Background: an optimization exercise with open tools, aiming at small area. Do not read the settings as production practice. Function was checked by simulation only, so behaviour that the tests miss may differ from the original. The clock port is modelled as an ideal driver; clocking choices that lean on that would not hold on a real chip. No activity file was given, so power comes from the tool's default toggle rates.

### flow/design.v
module PanelDisplay (
input logic clk,
input logic rst,
input logic button_up,
input logic button_dn,
input logic button_r,
input logic button_l,
input logic switch,
output logic [5:0] P1_Score,
output logic [5:0] P2_Score,
output logic hsync,
output logic vsync,
output logic move_enable,
output logic [3:0] red,
output logic [3:0] green,
output logic [3:0] blue);
function automatic [7:0] radd(input [7:0] x, input [7:0] y, input ci);
  reg c; integer i;
  begin
    c = ci;
    for (i = 0; i < 8; i = i + 1) begin
      radd[i] = x[i] ^ y[i] ^ c;
      c = (x[i] & y[i]) | (c & (x[i] ^ y[i]));
    end
  end
endfunction
function automatic [7:0] incdec(input [7:0] x, input en, input dn);
  reg c; integer i;
  begin
    c = en;
    for (i = 0; i < 8; i = i + 1) begin
      incdec[i] = x[i] ^ c;
      c = c & (x[i] ^ dn);
    end
  end
endfunction
reg [4:0] L;    
reg [6:0] A;    
reg [3:0] U;    
reg [6:0] T;    
wire [3:0] B = L[4:1];
wire Lend = L[4] & L[1] & L[0];             
wire hend = A[6] & A[5] & A[3] & L[0];      
wire Uend = U[3] & U[0];                    
wire vend = T[6] & T[1] & U[2] & U[1];      
always_ff @(posedge clk) begin
  L <= rst ? 5'd1 : (Lend | hend) ? 5'd0 : incdec({3'd0, L}, 1'b1, 1'b0);
  A <= (rst | hend) ? 7'd0 : incdec({1'b0, A}, Lend, 1'b0);
  U <= (rst | (hend & (Uend | vend))) ? 4'd0 : incdec({4'd0, U}, hend, 1'b0);
  T <= (rst | (hend & vend)) ? 7'd0 : incdec({1'b0, T}, hend & Uend, 1'b0);
end
assign hsync = ~(A[6] & (A[5] | (A[4] & A[3] & A[2])));      
assign vsync = ~(T[6] & T[1]);                               
assign move_enable = T[6] & T[1] & (U[2:0] == 3'd0) & (A == 7'd0) & (L == 5'd1);
wire mv = move_enable & switch;
reg cu1, cd1, cu2, cd2;
always_ff @(posedge clk)
  if (hend) {cu1, cd1, cu2, cd2} <= {button_up, button_l, button_r, button_dn};
reg [5:0] a;  reg hb;      
reg [4:0] s;  reg hv;      
reg move_r, move_u;
reg [4:0] t1; reg u18, u19;    
reg [4:0] t2; reg v28, v27;    
reg [5:0] counter1, counter2;
assign P1_Score = counter1;
assign P2_Score = counter2;
wire sel = T[6];
wire [4:0] Tin = sel ? s : T[4:0];
wire [3:0] Uin = sel ? {hv, 1'b0, ~hv, ~hv} : U;
wire lt7 = ~Uin[3] & ~(Uin[2] & Uin[1] & Uin[0]);
wire lt8 = ~Uin[3];
wire lt9 = ~(Uin[3] & Uin[0]);
wire eq8 = Uin[3] & ~Uin[0];
wire c1 = u18 ? lt8 : u19 ? lt9 : lt7;
wire c2 = v28 ? lt8 : v27 ? lt7 : 1'b0;
wire [7:0] d1x = radd({3'd0, Tin}, {3'd0, ~t1}, ~c1);
wire [4:0] d1 = d1x[4:0];
wire [7:0] d2x = radd({3'd0, Tin}, {3'd0, ~t2}, ~c2);
wire [4:0] d2 = d2x[4:0];
wire in1 = d1 <= 5'd8;
wire in2 = d2 <= 5'd8;
wire hit1 = in1 | (d1 >= 5'd30) | (d1 == 5'd9 & eq8 & u18);
wire hit2 = in2 | (d2 >= 5'd30) | (d2 == 5'd9 & eq8 & v28);
wire coll = move_r ? (a == 6'd62 & hb) : (a == 6'd26 & ~hb);
wire hit  = move_r ? hit2 : hit1;
wire miss = coll & ~hit;
wire wall = ~coll & (move_u ? (s == 5'd18 & ~hv) : (s == 5'd11 & hv));
wire hstep = mv | (coll & hit);
wire hplus = move_r ^ coll;
wire vstep = mv | wall;
wire vplus = ~(move_u ^ wall);
always_ff @(posedge clk) begin
  if (rst | miss) begin
    a <= 6'd45; hb <= 1'b0; s <= 5'd31; hv <= 1'b0;
  end else begin
    if (hstep) begin
      hb <= ~hb;
      a <= incdec({2'd0, a}, hb == hplus, ~hplus);
    end
    if (vstep) begin
      hv <= ~hv;
      s <= incdec({3'd0, s}, hv == vplus, ~vplus);
    end
  end
  if (rst) begin
    move_r <= 1'b0; move_u <= 1'b1;
  end else begin
    if (coll & hit) move_r <= ~move_r;
    if (wall) move_u <= ~move_u;
  end
  if (rst) counter1 <= 6'd0;
  else counter1 <= incdec({2'd0, counter1}, miss & move_r, 1'b0);
  if (rst) counter2 <= 6'd0;
  else counter2 <= incdec({2'd0, counter2}, miss & ~move_r, 1'b0);
end
wire lo1 = (t1 == 5'd17) | (t1 == 5'd18 & ~u19);         
wire hi1 = (t1 == 5'd5) | (t1 == 5'd4 & (u18 | u19));    
always_ff @(posedge clk) begin
  if (rst) begin
    t1 <= 5'd27; u18 <= 1'b1; u19 <= 1'b0;            
  end else if ((button_up ^ button_l) & mv) begin
    if (~lo1 & ~hi1) begin
      t1 <= incdec({3'd0, t1}, cu1 | cd1, ~cu1);
    end else if (lo1 & cu1) begin
      t1 <= 5'd21; u18 <= 1'b0; u19 <= 1'b1;           
    end else if (hi1 & cd1) begin
      t1 <= 5'd4; u18 <= 1'b0; u19 <= 1'b0;            
    end
  end
end
wire lo2 = (t2 == 5'd18);                                
wire hi2 = (t2 == 5'd5) | (t2 == 5'd4 & v28);            
always_ff @(posedge clk) begin
  if (rst) begin
    t2 <= 5'd27; v28 <= 1'b1; v27 <= 1'b0;            
  end else if ((button_dn ^ button_r) & mv) begin
    if (~lo2 & ~hi2) begin
      t2 <= incdec({3'd0, t2}, cu2 | cd2, ~cu2);
    end else if (lo2 & cu2) begin
      t2 <= 5'd19; v28 <= 1'b0; v27 <= 1'b0;           
    end else if (hi2 & cd2) begin
      t2 <= 5'd4; v28 <= 1'b0; v27 <= 1'b1;            
    end
  end
end
wire rowm = ~T[6] & (T[5] ^ T[4]);                       
wire ch  = hb | (~B[3] & ~(B[2] & (B[1] | B[0])));       
wire [7:0] dhx = radd({1'b0, A}, {2'b11, ~a}, ~ch);
wire [6:0] dh = dhx[6:0];
wire cv  = hv ? ~U[3] : (~U[3] & ~U[2] & ~(U[1] & U[0]));  
wire [7:0] dvx = radd({3'd0, T[4:0]}, {3'd0, ~s}, ~cv);
wire [4:0] dv = dvx[4:0];
wire ball = (dh[6:1] == 6'd0) & (dv[4:1] == 4'd0) & rowm;
wire a26 = (A == 7'd26) & (B >= 4'd5);
wire pc1 = a26 | (A == 7'd27);                                   
wire pc2 = ((A == 7'd64) & (B == 4'd9)) | (A == 7'd65) | ((A == 7'd66) & (B <= 4'd3));  
wire cb  = a26 | ((A >= 7'd27) & (A <= 7'd65)) | ((A == 7'd66) & (B <= 4'd4));          
wire rb  = ((T == 7'd17) & (U >= 4'd3)) | ((T == 7'd18) & (U <= 4'd7)) | ((T == 7'd45) & (U >= 4'd8))
         | (T == 7'd46) | ((T == 7'd47) & (U <= 4'd2));
wire pix = ball | (rb & cb) | (rowm & ((pc1 & in1) | (pc2 & in2)));
assign red = {4{pix}};
assign green = {4{pix}};
assign blue = {4{pix}};
endmodule
### flow/flow/run.sh
#!/bin/bash
# Layout flow: the standard synthesis, then an area-oriented re-mapping of
# the combinational logic between the unchanged registers (ABC &deepsyn + amap),
# proven equivalent with Yosys, then the standard ORFS flow from floorplan on,
# with the smallest buffer cell on the ports.
set -u
W=$(pwd)
RES=$W/orfs/results/$FLOW_PLATFORM/PanelDisplay/base
LIB=$FLOW_HOME/platforms/$FLOW_PLATFORM/lib/sky130_fd_sc_hd__tt_025C_1v80.lib
YOSYS=$(command -v yosys || echo "${YOSYS_EXE:-yosys}")
export BUFFER_PORTS_ARGS="-buffer_cell sky130_fd_sc_hd__buf_1"
# clock tree options (replace ORFS's default clock_tree_synthesis arguments)
if [ -s flow/cts.args ]; then export CTS_ARGS="$(cat flow/cts.args)"; fi

bash standard.sh synth > 1_standard_synth.log 2>&1 || exit 1
cp "$RES/1_2_yosys.v" std_synth.v

sed "s#@LIB@#$LIB#g" flow/resyn.ys > resyn_run.ys
sed "s#@LIB@#$LIB#g" flow/equiv.ys > equiv_run.ys
if "$YOSYS" -s resyn_run.ys > 1_resyn.log 2>&1 && [ -s resyn.v ] \
   && "$YOSYS" -s equiv_run.ys > 1_equiv.log 2>&1; then
  echo "re-mapped netlist proven equivalent; using it" > resyn_status.log
  cp resyn.v "$RES/1_2_yosys.v"
  rm -f "$RES/1_synth.odb" "$RES/1_synth.sdc"
else
  echo "re-mapping failed or not proven; keeping the standard netlist" > resyn_status.log
fi

bash standard.sh finish > 2_standard_finish.log 2>&1
### flow/flow/cts.args
-sink_clustering_enable -repair_clock_nets -buf_list sky130_fd_sc_hd__clkbuf_4 -dont_use_dummy_load -sink_clustering_size 30 -sink_clustering_max_diameter 150
### flow/flow/deep.abc
strash
&get -n
&deepsyn -T 60
&put
dch -f
amap
### flow/flow/equiv.ys
read_liberty -ignore_miss_func @LIB@
read_verilog std_synth.v
rename PanelDisplay gold
read_verilog resyn.v
rename PanelDisplay gate
hierarchy -check
flatten gold gate
opt_clean
equiv_make gold gate equiv
hierarchy -top equiv
equiv_simple -seq 2
equiv_induct
equiv_status -assert
### flow/flow/resyn.ys
read_liberty -ignore_miss_func @LIB@
blackbox sky130_fd_sc_hd__df* sky130_fd_sc_hd__edf* sky130_fd_sc_hd__sdf* sky130_fd_sc_hd__sedf* sky130_fd_sc_hd__dl*
read_verilog std_synth.v
hierarchy -top PanelDisplay
flatten
opt -purge
techmap
opt -fast -purge
abc -liberty @LIB@ -dont_use *lpflow* -script flow/deep.abc
opt_clean -purge
insbuf -buf sky130_fd_sc_hd__buf_4 A X
splitnets
opt_clean -purge
stat -liberty @LIB@
write_verilog -noattr -noexpr -nohex -nodec resyn.v
### flow/standard.sh
#!/bin/bash
# synth_recipe.tcl (not shown) runs the flow's synth.tcl, then flattens the netlist and writes it again
# the make line also repeats each setting of config.mk as NAME=value (left out here)
make -C /OpenROAD-flow-scripts/flow DESIGN_CONFIG=/design/flow/config.mk WORK_HOME=/design/flow/orfs CLKGATE_MAP_FILE= SYNTH_SCRIPT=/design/flow/synth_recipe.tcl "${@:-finish}"
### flow/config.mk
export PLATFORM = sky130hd
export DESIGN_NAME = PanelDisplay
export DESIGN_NICKNAME = PanelDisplay
export VERILOG_FILES = /design/flow/design.v
export SDC_FILE = /design/flow/constraint.sdc
export NUM_CORES = 4
export LEC_CHECK = 0
export CAP_MARGIN = 20
export CORE_MARGIN = 2
export CORE_UTILIZATION = 40
export SLEW_MARGIN = 20
### flow/constraint.sdc
create_clock -name core_clock -period 10.0 [get_ports {clk}]
set_input_delay 2.0000 -clock core_clock [delete_from_list [all_inputs] [get_ports {clk}]]
set_output_delay 2.0000 -clock core_clock [all_outputs]
set_load 0.01 [all_outputs]
==> flow_summary.toml, run 1 <==
[run_status]
status = "complete, no violations"

[timing]
hold_violations = 0
setup_viol = 0
worstMarginPinSlew_ns = 0.810
slew_headroom = 0.458
setup_tns_ns = 0
rsz0062_at_grt = "no"
maxSlewViolCount = 0
clock.fmax_mhz = 153
worst_clock_skew_ns = 0.0252
fin_crit_sh = 0.655
fin_crit_ns = 6.55

[worst_setup_path]
start_kind = "flop"
crit_arrival_ns = 4.55
rrSetupSlack_ns = 5.43
reg2reg_from = "T[6]"
worst_path_largest_cell_delay_ns = 0.49
path_cells = "clkinv_1, o22ai_1, clkinv_1, a22oi_1, nand2_1, o21ai_0, nand2_1, o211ai_1, o21ai_0, nand2_1, o21ai_0, nor2_1, a21oi_1, or4b_1, o41ai_1, o22a_1, a31oi_1, nor2_1, buf_1"
reg2regPathDepth = 19
rr_endpoint = "counter1[5]"
critical_path_class = "reg2out"
worstSetupEndpointType = "primary output"
cp_num_buf_inv = 3
crit_family = "compound AO/OA/AOI/OAI gates"
crit_slowest_cell = "dfxtp_1"
critPathRequiredTime_ns = 8.00
cp_max_fo = 12

[pwr]
p_int_uw = 320
swShare = 0.243
vdd_ir_drop_max_mv = 0.0551
power.switching_uw = 103
leakage_uw = 0.00135
pwr_density_cell_nw_per_um2 = 103
seq_power_share = 0.652
p_clk_frac = 0.319
p_total_uw = 423
pwr-share-comb = 0.030

[drt]
drt_iter0_drc = 161
wl_per_cell_um = 14.3
viasPerCell = 5.54
num_vias = 3873
antenna_left = 0
drt_pre_antenna_iters = 5
drc = 0
routed_wl_um = 9990

[global_routing]
grtUsageMet3 = 0.0427
busiest_layer = "met2"
grt_max_degree = 26
grt_use_met1 = 0.290
antenna_found_initial = 0
met2_usage = 0.293
track_usage = 0.201
grt_pass1_wl_um = 16600
first_global_vias = 3428
overflow = 0

[clocking]
clk_pin_slew_ns = 0.10
clock-sinks = 68
clk_latency_ns = 0.42
cts_buffers = 9
cts_tree = "yes"
cts_resized = 0
hold_buffers = 0
cts_setup_buffers = 0

[finish]
diodes = 0
stdcell_area_um2 = 4100
areaGrowthSynthToFinish_pct = 5.33
drive_above_1_share = 0.0212
nets = 575

[hold_path]
min_to = "L[0]"
hold_class = "reg2reg"
hp-start = "L[0]"
min_delay_path_depth = 1

[place]
dpl-instance-area_um2 = 4040
dp_hpwl_um = 7550
gp_congestion = 0.936
port_buffers = 33

[yosys]
syn_inst = 544
avgSynthCellArea_um2 = 7.16
syn_area_um2 = 3890
yosysWarnings = 1
synth_nets = 551

[die]
initial_core_util = 0.406
ios = 34
num_rows = 36
die_w_um = 103
core_area_um2 = 9590
die-area_um2 = 10500
die_h_um = 103

[flow_run]
drv_cap = 0
-- cells in the final DEF, fill, tap and decap left out, types with 6 or more instances in the layout --
cell type / instances
a211oi_1: 20
a21oi_1: 18
a22oi_1: 11
a31oi_1: 9
and3_1: 7
buf_1: 33
clkbuf_4: 9
clkinv_1: 71
dfxtp_1: 64
nand2_1: 35
nand3_1: 10
nand4_1: 6
nor2_1: 108
nor3_1: 33
o211ai_1: 8
o21a_1: 6
o21ai_0: 38
o221ai_1: 9
o22ai_1: 14
or2_0: 7
-- area by class of cell --
type / count / area (um2)
Fill cell: 1016 / 5490
Multi-Input combinational cell: 382 / 2050
Sequential cell: 68 / 1400
Inverter: 71 / 267
Tap cell: 133 / 166
Timing Repair Buffer: 36 / 146
Clock buffer: 9 / 67.6
-- layer usage --
layer	part of all wire	wire, um
met1	0.50	5040
met2	0.41	4110
met3	0.056	563
met4	0.028	275
met5	0	0
-- state kept, by name, indices dropped and copies added (netlist names) --
| signal | cells |
|---|---|
| A | 7 |
| L | 5 |
| T | 7 |
| U | 4 |
| a | 6 |
| cd1 | 1 |
| cd2 | 1 |
| counter1 | 6 |
| counter2 | 6 |
| cu1 | 1 |
| cu2 | 1 |
| hb | 1 |
| hv | 1 |
| move_r | 1 |
| move_u | 1 |
| s | 5 |
| t1 | 5 |
| t2 | 5 |
| u18 | 1 |
| u19 | 1 |
| v27 | 1 |
| v28 | 1 |
-- power groups by stage --
| stage | Sequential, uW | Clock (uW) | Combinational (uW) |
|---|---|---|---|
| floorplan | 281 | 0 | 6.63 |
| global placement | 282 | 0 | 12.0 |
| detailed placement | 282 | 0 | 12.4 |
| CTS | 276 | 139 | 12.5 |
| global route | 276 | 151 | 14.1 |
| finish | 276 | 135 | 12.6 |
-- worst max-delay path by stage --
| stage | start | endpoint | depth (start not counted) | slack, ns |
|---|---|---|---|---|
| 5_1_grt | T[6] | red[3] | 19 | 2.70 |
| 3_5_place_dp | T[6] | green[0] | 19 | 3.97 |
| 2_1_floorplan | T[6] | blue[1] | 19 | 4.38 |
| 3_3_place_gp | T[6] | blue[1] | 19 | 4.19 |
| 4_1_cts | T[6] | green[0] | 19 | 3.53 |
| 6_report | T[6] | green[3] | 19 | 3.45 |
-- per-stage QoR --
step | hold WS, ns | util | setup slack (ns) | std cells
finish | 0.450 | 0.428 | 3.45 | 699
global route | 0.475 | 0.428 | 2.70 | 699
CTS | 0.450 | 0.428 | 3.53 | 699
detailed placement | 0.426 | 0.421 | 3.97 | 690
global placement | 0.417 | 0.421 | 4.19 | 690
floorplan | 0.396 | - | 4.38 | 544
==> run 2: changes to the inputs <==
--- a/flow/design.v
+++ b/flow/design.v
@@ -66,22 +66,21 @@
 assign P2_Score = counter2;
 wire sel = T[6];
+wire psel = sel ? move_r : A[6];
 wire [4:0] Tin = sel ? s : T[4:0];
-wire [3:0] Uin = sel ? {hv, 1'b0, ~hv, ~hv} : U;
-wire lt7 = ~Uin[3] & ~(Uin[2] & Uin[1] & Uin[0]);
-wire lt8 = ~Uin[3];
-wire lt9 = ~(Uin[3] & Uin[0]);
-wire eq8 = Uin[3] & ~Uin[0];
-wire c1 = u18 ? lt8 : u19 ? lt9 : lt7;
-wire c2 = v28 ? lt8 : v27 ? lt7 : 1'b0;
-wire [7:0] d1x = radd({3'd0, Tin}, {3'd0, ~t1}, ~c1);
-wire [4:0] d1 = d1x[4:0];
-wire [7:0] d2x = radd({3'd0, Tin}, {3'd0, ~t2}, ~c2);
-wire [4:0] d2 = d2x[4:0];
-wire in1 = d1 <= 5'd8;
-wire in2 = d2 <= 5'd8;
-wire hit1 = in1 | (d1 >= 5'd30) | (d1 == 5'd9 & eq8 & u18);
-wire hit2 = in2 | (d2 >= 5'd30) | (d2 == 5'd9 & eq8 & v28);
+wire [4:0] tp = psel ? t2 : t1;
+wire pu8 = psel ? v28 : u18;           
+wire pu9 = ~psel & u19;                
+wire pu0 = psel & ~v28 & ~v27;         
+wire lt7 = ~U[3] & ~(U[2] & U[1] & U[0]);
+wire lt8 = ~U[3];
+wire lt9 = ~(U[3] & U[0]);
+wire cpr = pu8 ? lt8 : pu9 ? lt9 : (~pu0 & lt7);
+wire cpc = hv ? pu9 : ~pu0;
+wire cp = sel ? cpc : cpr;
+wire [7:0] dpx = radd({3'd0, Tin}, {3'd0, ~tp}, ~cp);
+wire [4:0] dp = dpx[4:0];
+wire inp = dp <= 5'd8;
+wire hit = inp | (dp >= 5'd30) | (dp == 5'd9 & hv & pu8);
 wire coll = move_r ? (a == 6'd62 & hb) : (a == 6'd26 & ~hb);
-wire hit  = move_r ? hit2 : hit1;
 wire miss = coll & ~hit;
 wire wall = ~coll & (move_u ? (s == 5'd18 & ~hv) : (s == 5'd11 & hv));
@@ -158,5 +157,5 @@
 wire rb  = ((T == 7'd17) & (U >= 4'd3)) | ((T == 7'd18) & (U <= 4'd7)) | ((T == 7'd45) & (U >= 4'd8))
          | (T == 7'd46) | ((T == 7'd47) & (U <= 4'd2));
-wire pix = ball | (rb & cb) | (rowm & ((pc1 & in1) | (pc2 & in2)));
+wire pix = ball | (rb & cb) | (rowm & (pc1 | pc2) & inp);
 assign red = {4{pix}};
 assign green = {4{pix}};
==> flow/flow/run.sh (replaced) <==
#!/bin/bash
# Layout flow: the standard synthesis, then an area-oriented re-mapping of
# the combinational logic between the unchanged registers (ABC &deepsyn + amap,
# a few random seeds, smallest kept), proven equivalent with Yosys, then the
# standard ORFS flow from floorplan on, with the smallest buffer cell on the
# ports and a clock tree of small buffers without dummy loads.
set -u
W=$(pwd)
RES=$W/orfs/results/$FLOW_PLATFORM/PanelDisplay/base
LIB=$FLOW_HOME/platforms/$FLOW_PLATFORM/lib/sky130_fd_sc_hd__tt_025C_1v80.lib
YOSYS=$(command -v yosys || echo "${YOSYS_EXE:-yosys}")
export BUFFER_PORTS_ARGS="-buffer_cell sky130_fd_sc_hd__buf_1"
# clock tree options (replace ORFS's default clock_tree_synthesis arguments)
if [ -s flow/cts.args ]; then export CTS_ARGS="$(cat flow/cts.args)"; fi

bash standard.sh synth > 1_standard_synth.log 2>&1 || exit 1
cp "$RES/1_2_yosys.v" std_synth.v

best=""; best_area=""
for S in 1 2 3 4; do
  sed "s#-T 60#-T 60 -S $S#" flow/deep.abc > deep_$S.abc
  sed "s#@LIB@#$LIB#g; s#flow/deep.abc#deep_$S.abc#; s#resyn.v#resyn_$S.v#" flow/resyn.ys > resyn_$S.ys
  "$YOSYS" -s resyn_$S.ys > 1_resyn_$S.log 2>&1 &
done
wait
for S in 1 2 3 4; do
  a=$(grep "Chip area" 1_resyn_$S.log | tail -1 | awk '{print $NF}')
  [ -s resyn_$S.v ] && [ -n "$a" ] || continue
  if [ -z "$best" ] || awk "BEGIN{exit !($a < $best_area)}"; then best=$S; best_area=$a; fi
done
echo "seed areas:" > resyn_status.log
grep -H "Chip area" 1_resyn_*.log >> resyn_status.log
sed "s#@LIB@#$LIB#g" flow/equiv.ys > equiv_run.ys
if [ -n "$best" ] && cp resyn_$best.v resyn.v && "$YOSYS" -s equiv_run.ys > 1_equiv.log 2>&1; then
  echo "seed $best ($best_area) proven equivalent; using it" >> resyn_status.log
  cp resyn.v "$RES/1_2_yosys.v"
  rm -f "$RES/1_synth.odb" "$RES/1_synth.sdc"
else
  echo "re-mapping failed or not proven; keeping the standard netlist" >> resyn_status.log
fi

bash standard.sh finish > 2_standard_finish.log 2>&1
==> flow/flow/cts.args (replaced) <==
-sink_clustering_enable -repair_clock_nets -root_buf sky130_fd_sc_hd__clkbuf_8 -buf_list sky130_fd_sc_hd__clkbuf_4 -dont_use_dummy_load -sink_clustering_size 30 -sink_clustering_max_diameter 150
==> flow/flow/deep.abc (replaced) <==
strash
&get -n
&deepsyn -T 60
&put
amap
--- a/flow/flow/equiv.ys
+++ b/flow/flow/equiv.ys
@@ -6,8 +6,9 @@
 hierarchy -check
 flatten gold gate
-opt_clean
+rename -hide w:* w:*.IQ x:* %u %d
+opt_clean -purge
 equiv_make gold gate equiv
 hierarchy -top equiv
-equiv_simple -seq 2
+equiv_simple
 equiv_induct
 equiv_status -assert
==> run 2 against run 1 <==
  * Still clean
  * Clock power grew 28%
  * Count of clock-buffer cells in the layout unchanged
  * Cell count shrank 7.0%
  * Hold slack worse by 0.035 ns
  * Synthesized area shrank 4.6%
  * Highest routed layer unchanged
==> flow_summary.toml, run 2 <==
[run_status]
status = "complete, no violations"

[hold_path]
hold_class = "reg2reg"
min_delay_path_depth = 1
hp-start = "L[0]"
min_to = "L[0]"

[place]
port_buffers = 33
dpl-instance-area_um2 = 3820
dp_hpwl_um = 6830
gp_congestion = 0.953
dp_cells = 641

[global_routing]
track_usage = 0.187
first_global_vias = 3139
grt_max_degree = 24
antenna_found_initial = 0
grt_pass1_wl_um = 14900
overflow = 0

[timing]
maxSlewViolCount = 0
setup_tns_ns = 0
rsz0062_at_grt = "no"
fin_crit_sh = 0.759
clock.fmax_mhz = 132
worstMarginPinSlew_ns = 0.766
setup_viol = 0
hold_ws_ns = 0.415
worst_clock_skew_ns = 0.0323
fin_crit_ns = 7.59
slew_headroom = 0.488
hold_violations = 0

[yosys]
syn_inst = 518
avgSynthCellArea_um2 = 7.17
syn_area_um2 = 3710
yosysWarnings = 1
synth_nets = 525

[pwr]
leakage_uw = 0.00130
vdd_ir_drop_max_mv = 0.0614
power.switching_uw = 102
swShare = 0.222
pwr_density_cell_nw_per_um2 = 117
seq_power_share = 0.599
p_total_uw = 460
pwr-share-comb = 0.024
p_int_uw = 358
p_clk_frac = 0.377

[finish]
areaGrowthSynthToFinish_pct = 6.16
stdcell_count = 650
multi_input_area_um2 = 1870
stdcell_area_um2 = 3940
biggestRegsByFlops = "A x7, T x7"
regArea_um2 = 1400
nFillCells = 946
final_cell_mix = "nor2_1, clkinv_1, dfxtp_1"
layout_commonest_cell = "nor2_1"
drive_above_1_share = 0.0204
nets = 548
diodes = 0

[die]
die_h_um = 100
die_w_um = 100
core_area_um2 = 9110
ios = 34
initial_core_util = 0.408
die-area_um2 = 10100
num_rows = 35

[drt]
drt_iter0_drc = 206
drt_pre_antenna_iters = 4
viasPerCell = 5.41
antenna_left = 0
routed_wl_um = 9000
num_vias = 3517
drc = 0
wl_per_cell_um = 13.8

[worst_setup_path]
critPathRequiredTime_ns = 8.00
start_kind = "flop"
cp_max_fo = 12
reg2reg_from = "T[6]"
critical_path_class = "reg2out"
rr_endpoint = "a[5]"
rrSetupSlack_ns = 4.12
crit_arrival_ns = 5.59
worstSetupEndpointType = "primary output"
reg2regPathDepth = 33

[clocking]
cts_setup_buffers = 0
clk_pin_slew_ns = 0.07
clk_latency_ns = 0.35
cts_resized = 0
hold_buffers = 0
cts_buffers = 9
clock-sinks = 68
cts_tree = "yes"

[flow_run]
drv_cap = 0
==> run 2: cell types whose count changed in the layout (fill, tap and decap cells not counted), sizes merged, moves of 5 or more <==
cell,previous run,this run
a31oi,9,3
nor4,3,9
nor2,108,96
o21ai,38,48
a21oi,18,35
nor3,33,23
a211oi,20,13
o22ai,14,9
==> run 2: cell type report <==
| type | count | area share |
|---|---|---|
| clock buffers | 9 | 0.0314 |
| repair buffers | 35 | 0.0352 |
| flip-flops and latches | 68 | 0.355 |
| inverters | 72 | 0.0685 |
| multi-input cells | 355 | 0.474 |
| well taps | 111 | 0.0352 |
==> run 2: per-stage QoR <==
stage               setup WS, ns  utilization
finish                      2.41        0.433
detailed placement          2.82        0.419
global route                1.72        0.433
CTS                         2.45        0.433
global placement            3.10        0.419
floorplan                   3.38            -
==> run 2: worst max path at each step <==
stage                     startpoint       end  depth (start not counted)  slack (ns)
after detailed placement        T[6]    red[2]                         24        2.82
after floorplan                 T[6]   blue[1]                         24        3.38
after global placement          T[6]   blue[1]                         24        3.10
after global routing            T[6]   blue[1]                         24        1.72
after CTS                       T[6]    red[2]                         24        2.45
final                           T[6]  green[1]                         24        2.41
==> run 2: critical path, cell delays in order (launching register included) <==
cell,delay [ns]
dfxtp_1,0.52
clkinv_1,0.31
o22ai_1,0.57
nor2_1,0.16
a21o_1,0.19
nand3_1,0.07
nand2_1,0.05
a222oi_1,0.24
o21bai_1,0.19
o21ai_0,0.17
o22ai_1,0.18
and2_0,0.21
nor2_1,0.08
and3_1,0.19
a21oi_1,0.16
o21ai_0,0.16
nor2_1,0.13
a21oi_1,0.06
nand2_1,0.10
o21ai_0,0.11
o21ai_0,0.22
o21ai_0,0.17
o22a_1,0.21
o22ai_1,0.58
buf_1,0.22
==> run 2: per-layer routing <==
layer	vias up	part of all wire	track usage
li1	1866	-	-
met1	1589	0.48	0.239
met2	52	0.46	0.308
met3	10	0.030	0.0411
met4	0	0.021	0.0738
met5	-	0	0
==> run 2: power groups by stage <==
stage	Clock, uW	Sequential [uW]	Combinational [uW]
2_1_floorplan	0	281	5.93
3_3_place_gp	0	281	10.9
3_5_place_dp	0	281	11.1
4_1_cts	178	275	11.1
5_1_grt	188	275	12.5
6_report	173	275	11.0
==> run 3: changes to the inputs <==
==> flow/flow/cts.args (replaced) <==
-sink_clustering_enable -repair_clock_nets -buf_list sky130_fd_sc_hd__clkbuf_8 -dont_use_dummy_load -sink_clustering_size 30 -sink_clustering_max_diameter 150
==> run 3 against run 2 <==
  * Cell count is the same
  * Largest power group unchanged
  * Worst setup slack is the same
  * Fmax is the same
  * Hold slack is the same
  * Highest routed layer unchanged
  * Sequential power is essentially flat
  * Wire length is the same
  * Via count is the same
  * Combinational power is essentially flat
  * Clock power is essentially flat
  * Still clean on timing, DRC and antenna
  * Largest cell class unchanged
  * Sequential share of layout area is the same
  * Global-route usage is the same
==> flow_summary.toml, run 3 <==
[pwr]
vdd_ir_drop_max_mv = 0.0614
p_total_uw = 460
leakage_uw = 0.00130
pwr_density_cell_nw_per_um2 = 117

[place]
dp_cells = 641
port_buffers = 33
pre_cts_slack_ns = 2.82
gp_congestion = 0.953
dp_hpwl_um = 6830

[clocking]
cts_resized = 0
cts_tree = "yes"
clk_latency_ns = 0.35
hold_buffers = 0
cts_setup_buffers = 0
clk_pin_slew_ns = 0.07
clock-sinks = 68
cts_buffers = 9

[finish]
areaGrowthSynthToFinish_pct = 6.16
biggestRegsByFlops = "A x7, T x7"
stdcell_count = 650
drive_above_1_share = 0.0204
final_cell_mix = "nor2_1, clkinv_1, dfxtp_1"
diodes = 0
nets = 548
layout_commonest_cell = "nor2_1"

[die]
die_h_um = 100
initial_core_util = 0.408
num_rows = 35
die_w_um = 100
ios = 34
core_area_um2 = 9110
die-area_um2 = 10100

[drt]
routed_wl_um = 9000
wl_per_cell_um = 13.8
drt_iter0_drc = 206
num_vias = 3517
wl_met3_um = 271
drc = 0
met2_length_um = 4180
highest_layer = "met4"
viasPerCell = 5.41
drt_pre_antenna_iters = 4
antenna_left = 0
met1Wirelength_um = 4360

[yosys]
avgSynthCellArea_um2 = 7.17
syn_area_um2 = 3710
syn_inst = 518
yosysWarnings = 1
synth_nets = 525

[timing]
fin_crit_sh = 0.759
slew_headroom = 0.488
clock.fmax_mhz = 132
worstMarginPinSlew_ns = 0.766
worst_slack_ns = 2.41
maxSlewViolCount = 0
hold_violations = 0
fin_crit_ns = 7.59
setup_tns_ns = 0
hold_ws_ns = 0.415
setup_viol = 0
rsz0062_at_grt = "no"
worst_clock_skew_ns = 0.0323

[flow_run]
drv_cap = 0

[worst_setup_path]
worst_path_largest_cell_delay_ns = 0.58
critical_path_class = "reg2out"
crit_family = "compound AO/OA/AOI/OAI gates"
crit_slowest_cell = "o22ai_1"
path_cells = "clkinv_1, o22ai_1, nor2_1, a21o_1, nand3_1, nand2_1, a222oi_1, o21bai_1, o21ai_0, o22ai_1, and2_0, nor2_1, and3_1, a21oi_1, o21ai_0, nor2_1, a21oi_1, nand2_1, o21ai_0, o21ai_0, o21ai_0, o22a_1, o22ai_1, buf_1"
critPathRequiredTime_ns = 8.00
cp_common_cell = "o21ai_0"
start_kind = "flop"
cp_max_fo = 12
cp_num_buf_inv = 2
worstSetupEndpointType = "primary output"
crit_arrival_ns = 5.59

[global_routing]
grt_pass1_wl_um = 14900
overflow = 0
grt_max_degree = 24
antenna_found_initial = 0
track_usage = 0.187
first_global_vias = 3139

[run_status]
status = "complete, no violations"

[hold_path]
hold_class = "reg2reg"
## run 3: per-stage QoR
| stage | area (um2) | util |
|---|---|---|
| after floorplan | 3710 | - |
| after global placement | 3820 | 0.419 |
| after detailed placement | 3820 | 0.419 |
| after CTS | 3940 | 0.433 |
| after global routing | 3940 | 0.433 |
| final | 3940 | 0.433 |
## run 3: routing by layer
metal	global-route usage	vias to the layer above
li1	-	1866
met1	0.239	1589
met2	0.308	52
met3	0.0411	10
met4	0.0738	0
met5	0	-
## run 3: worst reg2reg max path: cells and delay by family, from the launching register on
| kind | cells | cell delay, ns |
|---|---|---|
| and+or+nand+nor | 14 | 1.72 |
| buffers and inverters | 3 | 0.45 |
| AOI/OAI and AO/OA | 16 | 3.01 |
| DFF | 1 | 0.52 |
## run 3: path summary, 6_finish.rpt
path,end,depth (start not counted),startpoint,slack (ns)
worst max-delay path,green[1],24,T[6],2.41
worst min-delay path,L[0],1,L[0],0.41
worst max register to register,a[5],33,T[6],4.12
worst min register to register,L[0],1,L[0],0.41
## run 3: where the power goes
part | switching, uW | internal [uW]
sequential | 0.907 | 275
combinational | 7.96 | 3.04
clock | 93.3 | 80.2
total | 102 | 358
## run 3: final cells by class
class	instances	area, um2
fill	946	5160
sequential	68	1400
timing repair buffer	35	139
tap	111	139
clock buffer	9	124
multi-input combinational	355	1870
inverter	72	270
==> run 4: changes to the inputs <==
--- a/flow/flow/run.sh
+++ b/flow/flow/run.sh
@@ -18,11 +18,13 @@
 
 best=""; best_area=""
-for S in 1 2 3 4; do
-  sed "s#-T 60#-T 60 -S $S#" flow/deep.abc > deep_$S.abc
-  sed "s#@LIB@#$LIB#g; s#flow/deep.abc#deep_$S.abc#; s#resyn.v#resyn_$S.v#" flow/resyn.ys > resyn_$S.ys
-  "$YOSYS" -s resyn_$S.ys > 1_resyn_$S.log 2>&1 &
+for round in "1 2 3 4" "5 6 7 8"; do
+  for S in $round; do
+    sed "s#-T 60#-T 60 -S $S#" flow/deep.abc > deep_$S.abc
+    sed "s#@LIB@#$LIB#g; s#flow/deep.abc#deep_$S.abc#; s#resyn.v#resyn_$S.v#" flow/resyn.ys > resyn_$S.ys
+    "$YOSYS" -s resyn_$S.ys > 1_resyn_$S.log 2>&1 &
+  done
+  wait
 done
-wait
-for S in 1 2 3 4; do
+for S in 1 2 3 4 5 6 7 8; do
   a=$(grep "Chip area" 1_resyn_$S.log | tail -1 | awk '{print $NF}')
   [ -s resyn_$S.v ] && [ -n "$a" ] || continue
==> flow/flow/cts.args (replaced) <==
-sink_clustering_enable -repair_clock_nets -root_buf sky130_fd_sc_hd__clkbuf_8 -buf_list sky130_fd_sc_hd__clkbuf_4 -dont_use_dummy_load -sink_clustering_size 30 -sink_clustering_max_diameter 150
==> run 4 against run 3 <==
  * Still clean on timing, DRC and antenna
  * First-iteration DRC count unchanged
  * Cell area unchanged
  * Wire length unchanged
  * Synthesized area unchanged
  * Utilization unchanged
  * Non-clock buffer count unchanged
  * Hold slack unchanged
  * Worst setup slack unchanged
  * Count of clock-buffer cells in the layout unchanged
  * Critical path depth unchanged
  * Sequential share of layout area unchanged
  * Total power unchanged
  * Critical endpoint unchanged
  * Largest cell class unchanged
  * Highest routed layer unchanged
==> flow_summary.toml, run 4 <==
[timing]
setup_viol = 0
worst_slack_ns = 2.41
worst_clock_skew_ns = 0.0323
fin_crit_sh = 0.759
setup_tns_ns = 0
hold_violations = 0
slew_headroom = 0.488
clock.fmax_mhz = 132
rsz0062_at_grt = "no"
fin_crit_ns = 7.59
worstMarginPinSlew_ns = 0.766
maxSlewViolCount = 0

[clocking]
clk_latency_ns = 0.35
cts_resized = 0
clock-sinks = 68
cts_buffers = 9
cts_setup_buffers = 0
clk_pin_slew_ns = 0.07
hold_buffers = 0
cts_tree = "yes"

[worst_setup_path]
worstSetupEndpointType = "primary output"
crit_slowest_cell = "o22ai_1"
critPathRequiredTime_ns = 8.00
crit_family = "compound AO/OA/AOI/OAI gates"
start_kind = "flop"
cp_num_buf_inv = 2
cp_max_fo = 12
reg2regPathDepth = 33
crit_arrival_ns = 5.59
critical_path_class = "reg2out"
path_cells = "clkinv_1, o22ai_1, nor2_1, a21o_1, nand3_1, nand2_1, a222oi_1, o21bai_1, o21ai_0, o22ai_1, and2_0, nor2_1, and3_1, a21oi_1, o21ai_0, nor2_1, a21oi_1, nand2_1, o21ai_0, o21ai_0, o21ai_0, o22a_1, o22ai_1, buf_1"
crit_cells = 24
cp_common_cell = "o21ai_0"
worst_path_largest_cell_delay_ns = 0.58

[yosys]
avgSynthCellArea_um2 = 7.17
yosysWarnings = 1
syn_area_um2 = 3710
syn_inst = 518
synth_nets = 525

[pwr]
pwr_density_cell_nw_per_um2 = 117
leakage_uw = 0.00130
vdd_ir_drop_max_mv = 0.0614

[finish]
regArea_um2 = 1400
biggestRegsByFlops = "A x7, T x7"
multi_input_area_um2 = 1870
final_cell_mix = "nor2_1, clkinv_1, dfxtp_1"
nets = 548
diodes = 0
drive_above_1_share = 0.0204
nFillCells = 946
areaGrowthSynthToFinish_pct = 6.16
stdcell_area_um2 = 3940
layout_commonest_cell = "nor2_1"

[drt]
viasPerCell = 5.41
drt_iter0_drc = 206
routed_wl_um = 9000
num_vias = 3517
antenna_left = 0
drc = 0
wl_per_cell_um = 13.8
drt_pre_antenna_iters = 4

[die]
num_rows = 35
die_w_um = 100
ios = 34
core_area_um2 = 9110
die-area_um2 = 10100
die_h_um = 100
initial_core_util = 0.408

[global_routing]
track_usage = 0.187
grt_pass1_wl_um = 14900
antenna_found_initial = 0
first_global_vias = 3139
overflow = 0
grt_max_degree = 24

[hold_path]
min_delay_path_depth = 1
hold_class = "reg2reg"

[place]
gp_congestion = 0.953
pre_cts_slack_ns = 2.82
port_buffers = 33
dp_hpwl_um = 6830
dpl-instance-area_um2 = 3820

[flow_run]
drv_cap = 0

[run_status]
status = "complete, no violations"
==> run 4: path summary, 6_finish.rpt <==
check | from | to | slack (ns)
setup reg to reg | T[6] | a[5] | 4.12
hold reg to reg | L[0] | L[0] | 0.41
hold / removal | L[0] | L[0] | 0.41
setup / recovery | T[6] | green[1] | 2.41
==> run 4: report_power, final <==
group          internal [uW]  switching [uW]  total (uW)
Combinational           3.04            7.96        11.0
Sequential               275           0.907         275
Clock                   80.2            93.3         173
==> run 4: layout make-up <==
class,instances,area share
Inverter,72,0.0685
Timing Repair Buffer,35,0.0352
Multi-Input combinational cell,355,0.474
Tap cell,111,0.0352
Sequential cell,68,0.355
Clock buffer,9,0.0314
==> run 4: through the flow <==
stage	power, uW	utilization	hold slack [ns]	instances
after floorplan	287	-	0.383	518
after global placement	292	0.419	0.392	641
after detailed placement	293	0.419	0.397	641
after CTS	465	0.433	0.415	650
after global routing	476	0.433	0.446	650
final	460	0.433	0.415	650
==> run 4: per-layer routing <==
layer  track usage  wire (um)
met1         0.239       4360
met4        0.0738        187
met3        0.0411        271
met5             0          0
met2         0.308       4180
==> run 4: worst reg2reg max path, delay by kind of cell (launching register included) <==
kind,cells,cell delay (ns)
flops,1,0.52
simple gates,14,1.72
compound gates,16,3.01
buf+inv,3,0.45
==> run 5: changes to the inputs <==
==> flow/flow/cts.args (replaced) <==
-sink_clustering_enable -repair_clock_nets -root_buf sky130_fd_sc_hd__clkbuf_4 -buf_list sky130_fd_sc_hd__clkbuf_4 -dont_use_dummy_load -sink_clustering_size 30 -sink_clustering_max_diameter 150
--- a/flow/config.mk
+++ b/flow/config.mk
@@ -8,4 +8,4 @@
 export CAP_MARGIN = 20
 export CORE_MARGIN = 2
-export CORE_UTILIZATION = 40
+export CORE_UTILIZATION = 70
 export SLEW_MARGIN = 20
==> run 5 against run 4 <==
  * Register-to-register slack improved by 0.59 ns
  * Sequential power increased by 2%
  * Combinational power rose to 3.3 times the previous value
  * Total power fell by 3.3%
  * Utilization up 32 points
  * Non-clock buffer count did not move
  * Clock power down 27%
  * Cell count shrank 5.5%
  * Clock skew is 0.0027 ns higher
  * Largest cell class unchanged
  * Wire length is 1.3% lower
  * Die area decreased by 41%
  * Worst setup slack gained 0.78 ns
==> flow_summary.toml, run 5 <==
[clocking]
cts_buffers = 9
clk_pin_slew_ns = 0.10
cts_setup_buffers = 0
cts_resized = 0
hold_buffers = 0
clk_latency_ns = 0.42
clock-sinks = 68
cts_tree = "yes"

[die]
die_w_um = 77.4
die-area_um2 = 5980
initial_core_util = 0.733
num_rows = 26
die_h_um = 77.4
ios = 34
core_area_um2 = 5140

[pwr]
leakage_uw = 0.00132
pwr_density_cell_nw_per_um2 = 114
seq_power_share = 0.631
swShare = 0.256
pwr-share-comb = 0.082
power.switching_uw = 114
vdd_ir_drop_max_mv = 0.117
p_int_uw = 331
p_clk_frac = 0.287

[yosys]
synth_nets = 530
avgSynthCellArea_um2 = 7.20
yosysWarnings = 1
syn_area_um2 = 3770
syn_inst = 523

[timing]
worst_slack_ns = 3.18
fin_crit_sh = 0.682
hold_violations = 0
clock.fmax_mhz = 147
setup_tns_ns = 0
worstMarginPinSlew_ns = 1.05
worst_clock_skew_ns = 0.0350
fin_crit_ns = 6.82
maxSlewViolCount = 0
setup_viol = 0
slew_headroom = 0.298
rsz0062_at_grt = "no"

[drt]
drt_iter0_drc = 333
drt_pre_antenna_iters = 6
num_vias = 3794
routed_wl_um = 8890
viasPerCell = 6.18
wl_per_cell_um = 14.5
drc = 0
antenna_left = 0

[global_routing]
grt_pass1_wl_um = 14900
antenna_found_initial = 0
overflow = 0
first_global_vias = 3334
grt_max_degree = 21
track_usage = 0.309

[finish]
nets = 553
layout_commonest_cell = "nor2_1"
biggestRegsByFlops = "A x7, T x7"
diodes = 0
finish.utilization = 0.758
drive_above_1_share = 0.0221
final_cell_mix = "nor2_1, clkinv_1, dfxtp_1"
areaGrowthSynthToFinish_pct = 3.39

[worst_setup_path]
critPathRequiredTime_ns = 8.00
cp_max_fo = 12
start_kind = "flop"
critical_path_class = "reg2out"
worstSetupEndpointType = "primary output"
crit_arrival_ns = 4.82

[place]
dp_hpwl_um = 6670
gp_congestion = 0.940
pre_cts_slack_ns = 3.64
port_buffers = 33

[run_status]
status = "complete, no violations"

[flow_run]
drv_cap = 0

[hold_path]
hold_class = "reg2reg"
run 5: stage by stage:
stage          hold slack, ns  power (uW)  instance area (um2)  instances
2_1_floorplan           0.370         311                 3770        523
3_5_place_dp            0.403         322                 3830        605
3_3_place_gp            0.379         321                 3830        605
4_1_cts                 0.427         445                 3890        614
6_report                0.427         445                 3890        614
5_1_grt                 0.454         458                 3890        614
run 5: layer usage:
layer  up-vias  track usage  routed length (um)
li1       1878            -                   -
met2       198        0.513                4140
met1      1698        0.386                3850
met5         -            0                   0
met4         0        0.123                 153
met3        20       0.0767                 745
run 5: power groups by stage:
stage | Combinational (uW) | Sequential [uW] | Clock (uW)
floorplan | 25.2 | 285 | 0
global placement | 34.1 | 286 | 0
detailed placement | 35.3 | 287 | 0
CTS | 35.5 | 280 | 129
global route | 39.9 | 281 | 137
finish | 36.6 | 281 | 127
run 5: final cells by class:
cell class / count / area (um2)
Multi-Input combinational cell: 349 / 1890
Sequential cell: 68 / 1400
Fill cell: 434 / 1250
Inverter: 83 / 312
Timing Repair Buffer: 35 / 139
Tap cell: 70 / 87.6
Clock buffer: 9 / 67.6
run 5: final timing paths:
kind | from | endpoint | slack (ns) | cells past startpoint
max | T[6] | red[3] | 3.18 | 14
max reg2reg | T[6] | a[4] | 4.71 | 26
min reg2reg | L[0] | L[0] | 0.43 | 1
min | L[0] | L[0] | 0.43 | 1
run 5: worst max-delay path, cell delays in order, from the launching register on:
cell and delay [ns]:
dfxtp_1 0.50, clkinv_1 0.30, o22ai_1 0.52, clkinv_1 0.27, o22ai_1 0.30, nand2_1 0.09, o21ai_0 0.14, o22ai_1 0.16
or2_0 0.25, nand2_1 0.08, o21ai_0 0.14, o221a_1 0.32, or4_1 0.38, o21ai_0 0.73, buf_1 0.22
==> run 6: changes to the inputs <==
--- a/flow/flow/run.sh
+++ b/flow/flow/run.sh
@@ -20,5 +20,5 @@
 for round in "1 2 3 4" "5 6 7 8"; do
   for S in $round; do
-    sed "s#-T 60#-T 60 -S $S#" flow/deep.abc > deep_$S.abc
+    sed "s#-T 120#-T 120 -S $S#" flow/deep.abc > deep_$S.abc
     sed "s#@LIB@#$LIB#g; s#flow/deep.abc#deep_$S.abc#; s#resyn.v#resyn_$S.v#" flow/resyn.ys > resyn_$S.ys
     "$YOSYS" -s resyn_$S.ys > 1_resyn_$S.log 2>&1 &
==> flow/flow/deep.abc (replaced) <==
strash
&get -n
&deepsyn -T 120
&put
amap
==> run 6 against run 5 <==
  * Clock skew shrank 0.0095 ns
  * Utilization shrank 0.64 points
  * Sequential power shrank 2%
  * Hold slack gained 0.0050 ns
  * Register-to-register slack lost 0.75 ns
  * First-iteration DRC count grew 12%
  * Non-clock buffer count is the same
  * Total power shrank 7.2%
  * Wire length grew 1.3%
  * Via count shrank 0.40%
  * Cell count shrank 0.81%
  * Largest cell class unchanged
==> flow_summary.toml, run 6 <==
[die]
die_h_um = 76.9
initial_core_util = 0.727
die_w_um = 76.9
num_rows = 26
die-area_um2 = 5910
ios = 34
core_area_um2 = 5110

[place]
gp_congestion = 0.972
dp_hpwl_um = 6800
pre_cts_slack_ns = 2.83
port_buffers = 33

[drt]
drc = 0
viasPerCell = 6.21
num_vias = 3779
routed_wl_um = 9000
wl_per_cell_um = 14.8
drt_iter0_drc = 372
drt_pre_antenna_iters = 5
antenna_left = 0

[finish]
drive_above_1_share = 0.0204
nets = 548
layout_commonest_cell = "nor2_1"
final_cell_mix = "nor2_1, clkinv_1, dfxtp_1"
biggestRegsByFlops = "A x7, T x7"
diodes = 0
areaGrowthSynthToFinish_pct = 3.27

[worst_setup_path]
worstSetupEndpointType = "primary output"
cp_max_fo = 12
critPathRequiredTime_ns = 8.00
start_kind = "flop"
crit_arrival_ns = 5.76
critical_path_class = "reg2out"

[global_routing]
track_usage = 0.319
grt_max_degree = 24
antenna_found_initial = 0
overflow = 0
grt_pass1_wl_um = 15200
first_global_vias = 3415

[timing]
fin_crit_ns = 7.76
fin_crit_sh = 0.776
maxSlewViolCount = 0
slew_headroom = 0.432
setup_viol = 0
clock.fmax_mhz = 129
worst_slack_ns = 2.24
worstMarginPinSlew_ns = 0.850
setup_tns_ns = 0
hold_violations = 0
rsz0062_at_grt = "no"
worst_clock_skew_ns = 0.0255

[flow_run]
drv_cap = 0

[clocking]
cts_setup_buffers = 0
cts_buffers = 9
clk_latency_ns = 0.42
hold_buffers = 0
clk_pin_slew_ns = 0.10
cts_tree = "yes"
cts_resized = 0
clock-sinks = 68

[yosys]
yosysWarnings = 1
syn_area_um2 = 3710
synth_nets = 525
syn_inst = 518
avgSynthCellArea_um2 = 7.17

[hold_path]
hold_class = "reg2reg"

[pwr]
leakage_uw = 0.00128
p_total_uw = 413
vdd_ir_drop_max_mv = 0.117
pwr_density_cell_nw_per_um2 = 108

[run_status]
status = "complete, no violations"
==> run 6: per-stage QoR <==
step	instances	hold WS [ns]	utilization	area, um2
5_1_grt	609	0.450	0.751	3840
3_3_place_gp	600	0.413	0.738	3770
2_1_floorplan	518	0.383	-	3710
4_1_cts	609	0.433	0.751	3840
3_5_place_dp	600	0.414	0.738	3770
6_report	609	0.432	0.751	3840
==> run 6: layout make-up <==
| class | instances | area [um2] |
|---|---|---|
| well taps | 70 | 87.6 |
| multi-input cells | 355 | 1870 |
| flip-flops and latches | 68 | 1400 |
| fillers | 434 | 1270 |
| inverters | 72 | 270 |
| clock buffers | 9 | 67.6 |
| repair buffers | 35 | 139 |
==> run 6: worst max-delay path: stages, from the launching register on <==
cell	delay, ns
dfxtp_1	0.55
clkinv_1	0.35
o22ai_1	0.57
nor2_1	0.15
a21o_1	0.19
nand3_1	0.07
nand2_1	0.05
a222oi_1	0.23
o21bai_1	0.20
o21ai_0	0.18
o22ai_1	0.20
and2_0	0.22
nor2_1	0.08
and3_1	0.19
a21oi_1	0.15
o21ai_0	0.17
nor2_1	0.14
a21oi_1	0.06
nand2_1	0.09
o21ai_0	0.11
o21ai_0	0.23
o21ai_0	0.16
o22a_1	0.21
o22ai_1	0.56
buf_1	0.22
==> run 6: metal layers <==
| metal | track usage | routed length (um) |
|---|---|---|
| met1 | 0.397 | 3890 |
| met3 | 0.0788 | 610 |
| met4 | 0.124 | 185 |
| met5 | 0 | 0 |
| met2 | 0.532 | 4310 |
==> run 6: path summary, 6_finish.rpt <==
kind / end / slack (ns) / from / depth (start not counted)
setup / recovery: red[3] / 2.24 / T[6] / 24
hold reg to reg: L[0] / 0.43 / L[0] / 1
setup reg to reg: a[5] / 3.96 / T[6] / 33
hold / removal: L[0] / 0.43 / L[0] / 1
==> run 6: report_power, final <==
part	switching, uW	total, uW	internal [uW]
Clock	84.7	126	41.7
Sequential	0.931	275	274
Combinational	7.93	11.0	3.04
Total	93.6	413	319
==> run 7: changes to the inputs <==
==> flow/flow/cts.args (replaced) <==
-sink_clustering_enable -repair_clock_nets -root_buf sky130_fd_sc_hd__clkbuf_8 -tree_buf sky130_fd_sc_hd__clkbuf_4 -buf_list sky130_fd_sc_hd__clkbuf_4 -dont_use_dummy_load -sink_clustering_size 30 -sink_clustering_max_diameter 150
==> run 7 against run 6 <==
  * Flip-flop and latch count did not move
  * Utilization is 1.1 points higher
  * First-iteration DRC count down 18%
  * Critical endpoint unchanged
  * Highest routed layer unchanged
==> flow_summary.toml, run 7 <==
[place]
gp_congestion = 0.972
dp_hpwl_um = 6800
pre_cts_slack_ns = 2.83
port_buffers = 33
dpl-instance-area_um2 = 3770
dp_cells = 600

[finish]
layout_commonest_cell = "nor2_1"
finish.utilization = 0.762
areaGrowthSynthToFinish_pct = 4.78
diodes = 0
regArea_um2 = 1400
stdcell_count = 609
nFillCells = 427
multi_input_area_um2 = 1870
nets = 548
stdcell_area_um2 = 3890
biggestRegsByFlops = "A x7, T x7"
final_cell_mix = "nor2_1, clkinv_1, dfxtp_1"
drive_above_1_share = 0.0204

[clocking]
cts_resized = 0
cts_setup_buffers = 0
clk_pin_slew_ns = 0.07
clk_latency_ns = 0.34
cts_buffers = 9
hold_buffers = 0
cts_tree = "yes"
clock-sinks = 68

[drt]
drt_iter0_drc = 305
highest_layer = "met4"
antenna_left = 0
drt_pre_antenna_iters = 8
drc = 0
routed_wl_um = 9240
wl_per_cell_um = 15.2
wl_met3_um = 623
met2_length_um = 4420
met1Wirelength_um = 3940
num_vias = 3803
viasPerCell = 6.24

[timing]
slew_headroom = 0.424
fin_crit_ns = 7.66
worst_slack_ns = 2.34
worst_clock_skew_ns = 0.0126
hold_violations = 0
worstMarginPinSlew_ns = 0.860
clock.fmax_mhz = 131
maxSlewViolCount = 0
rsz0062_at_grt = "no"
fin_crit_sh = 0.766
setup_viol = 0
setup_tns_ns = 0

[worst_setup_path]
critPathRequiredTime_ns = 8.00
cp_num_buf_inv = 3
worstSetupEndpointType = "primary output"
crit_arrival_ns = 5.66
rr_endpoint = "a[5]"
critical_path_class = "reg2out"
crit_family = "compound AO/OA/AOI/OAI gates"
start_kind = "flop"
cp_common_cell = "o21ai_0"
reg2regPathDepth = 31
crit_slowest_cell = "o22ai_1"
path_cells = "clkinv_1, o22ai_1, clkinv_1, nor2_1, a22oi_1, o21bai_1, o21ai_0, o22ai_1, and2_0, nor2_1, and3_1, a21oi_1, o21ai_0, nor2_1, a21oi_1, nand2_1, o21ai_0, o21ai_0, o21ai_0, o22a_1, o22ai_1, buf_1"
rrSetupSlack_ns = 3.97
reg2reg_from = "T[6]"
cp_max_fo = 12
worst_path_largest_cell_delay_ns = 0.57

[hold_path]
min_delay_path_depth = 1
min_to = "L[0]"
hold_class = "reg2reg"
hp-start = "L[0]"

[flow_run]
drv_cap = 0

[die]
die_h_um = 76.9
core_area_um2 = 5110
initial_core_util = 0.727
num_rows = 26
die-area_um2 = 5910
ios = 34
die_w_um = 76.9

[global_routing]
overflow = 0
grt_pass1_wl_um = 15700
first_global_vias = 3509
track_usage = 0.328
grt_max_degree = 24
antenna_found_initial = 0

[pwr]
pwr_density_cell_nw_per_um2 = 117
leakage_uw = 0.00130
vdd_ir_drop_max_mv = 0.0970

[yosys]
syn_area_um2 = 3710
synth_nets = 525
yosysWarnings = 1
avgSynthCellArea_um2 = 7.17
syn_inst = 518

[run_status]
status = "complete, no violations"
## run 7: area by class of cell
cell class	instances	area share
timing repair buffer	35	0.0357
tap	70	0.0225
inverter	72	0.0694
clock buffer	9	0.0318
sequential	68	0.360
multi-input combinational	355	0.481
## run 7: power breakdown
| part | internal (uW) | total (uW) | leakage, uW | switching, uW |
|---|---|---|---|---|
| sequential | 275 | 276 | 0.000553 | 0.953 |
| clock | 80.2 | 170 | 0.0000647 | 90.1 |
| combinational | 3.04 | 11.1 | 0.000686 | 8.03 |
## run 7: how the worst max path moves through the flow
| stage | from | endpoint | cells after the start |
|---|---|---|---|
| 6_report | T[6] | red[3] | 22 |
| 5_1_grt | T[6] | red[0] | 22 |
| 4_1_cts | T[6] | red[3] | 24 |
| 3_5_place_dp | T[6] | red[3] | 24 |
| 3_3_place_gp | T[6] | green[1] | 24 |
| 2_1_floorplan | T[6] | blue[1] | 24 |
## run 7: through the flow
| stage | hold slack, ns | total power (uW) |
|---|---|---|
| 6_report | 0.426 | 457 |
| 5_1_grt | 0.444 | 466 |
| 3_3_place_gp | 0.413 | 292 |
| 4_1_cts | 0.427 | 456 |
| 2_1_floorplan | 0.383 | 287 |
| 3_5_place_dp | 0.414 | 292 |
## run 7: metal layers
metal	up-vias	track usage
met5	-	0
met4	0	0.160
met3	28	0.0624
met2	159	0.554
met1	1762	0.400
li1	1854	-

## static timing again, ports no longer ideal
In the flow no input, the clock included, has a driving cell. The finished layouts below were timed again as built, in two steps.
Step 1, drivers: a clkbuf_16 drives clk and a buf_2 each remaining input, both assumed.
Step 2 times the ports against the registers' clock, not the clock port: input delays grow and output delays shrink by t, the midpoint of the rising clock arrivals with the driver on.
a / b / c = ideal / step 1 / step 2; a / b = the first two.
run | shift t [ns] | setup slack, ns | hold slack, ns | worst slew at a driven data input, ns
run 1 | 0.443 | 3.449 / 3.418 / 3.861 | 0.450 / 0.450 / 0.450 | 0.03
run 2 | 0.368 | 2.406 / 2.371 / 2.739 | 0.415 / 0.415 / 0.415 | 0.03
run 3 | 0.368 | 2.406 / 2.371 / 2.739 | 0.415 / 0.415 / 0.415 | 0.03
run 4 | 0.368 | 2.406 / 2.371 / 2.739 | 0.415 / 0.415 / 0.415 | 0.03
run 5 | 0.435 | 3.184 / 3.156 / 3.592 | 0.427 / 0.427 / 0.427 | 0.04
run 6 | 0.439 | 2.238 / 2.208 / 2.647 | 0.432 / 0.432 / 0.432 | 0.04
run 7 | 0.365 | 2.345 / 2.313 / 2.678 | 0.426 / 0.426 / 0.426 | 0.04
After both steps every run listed still meets setup and hold.
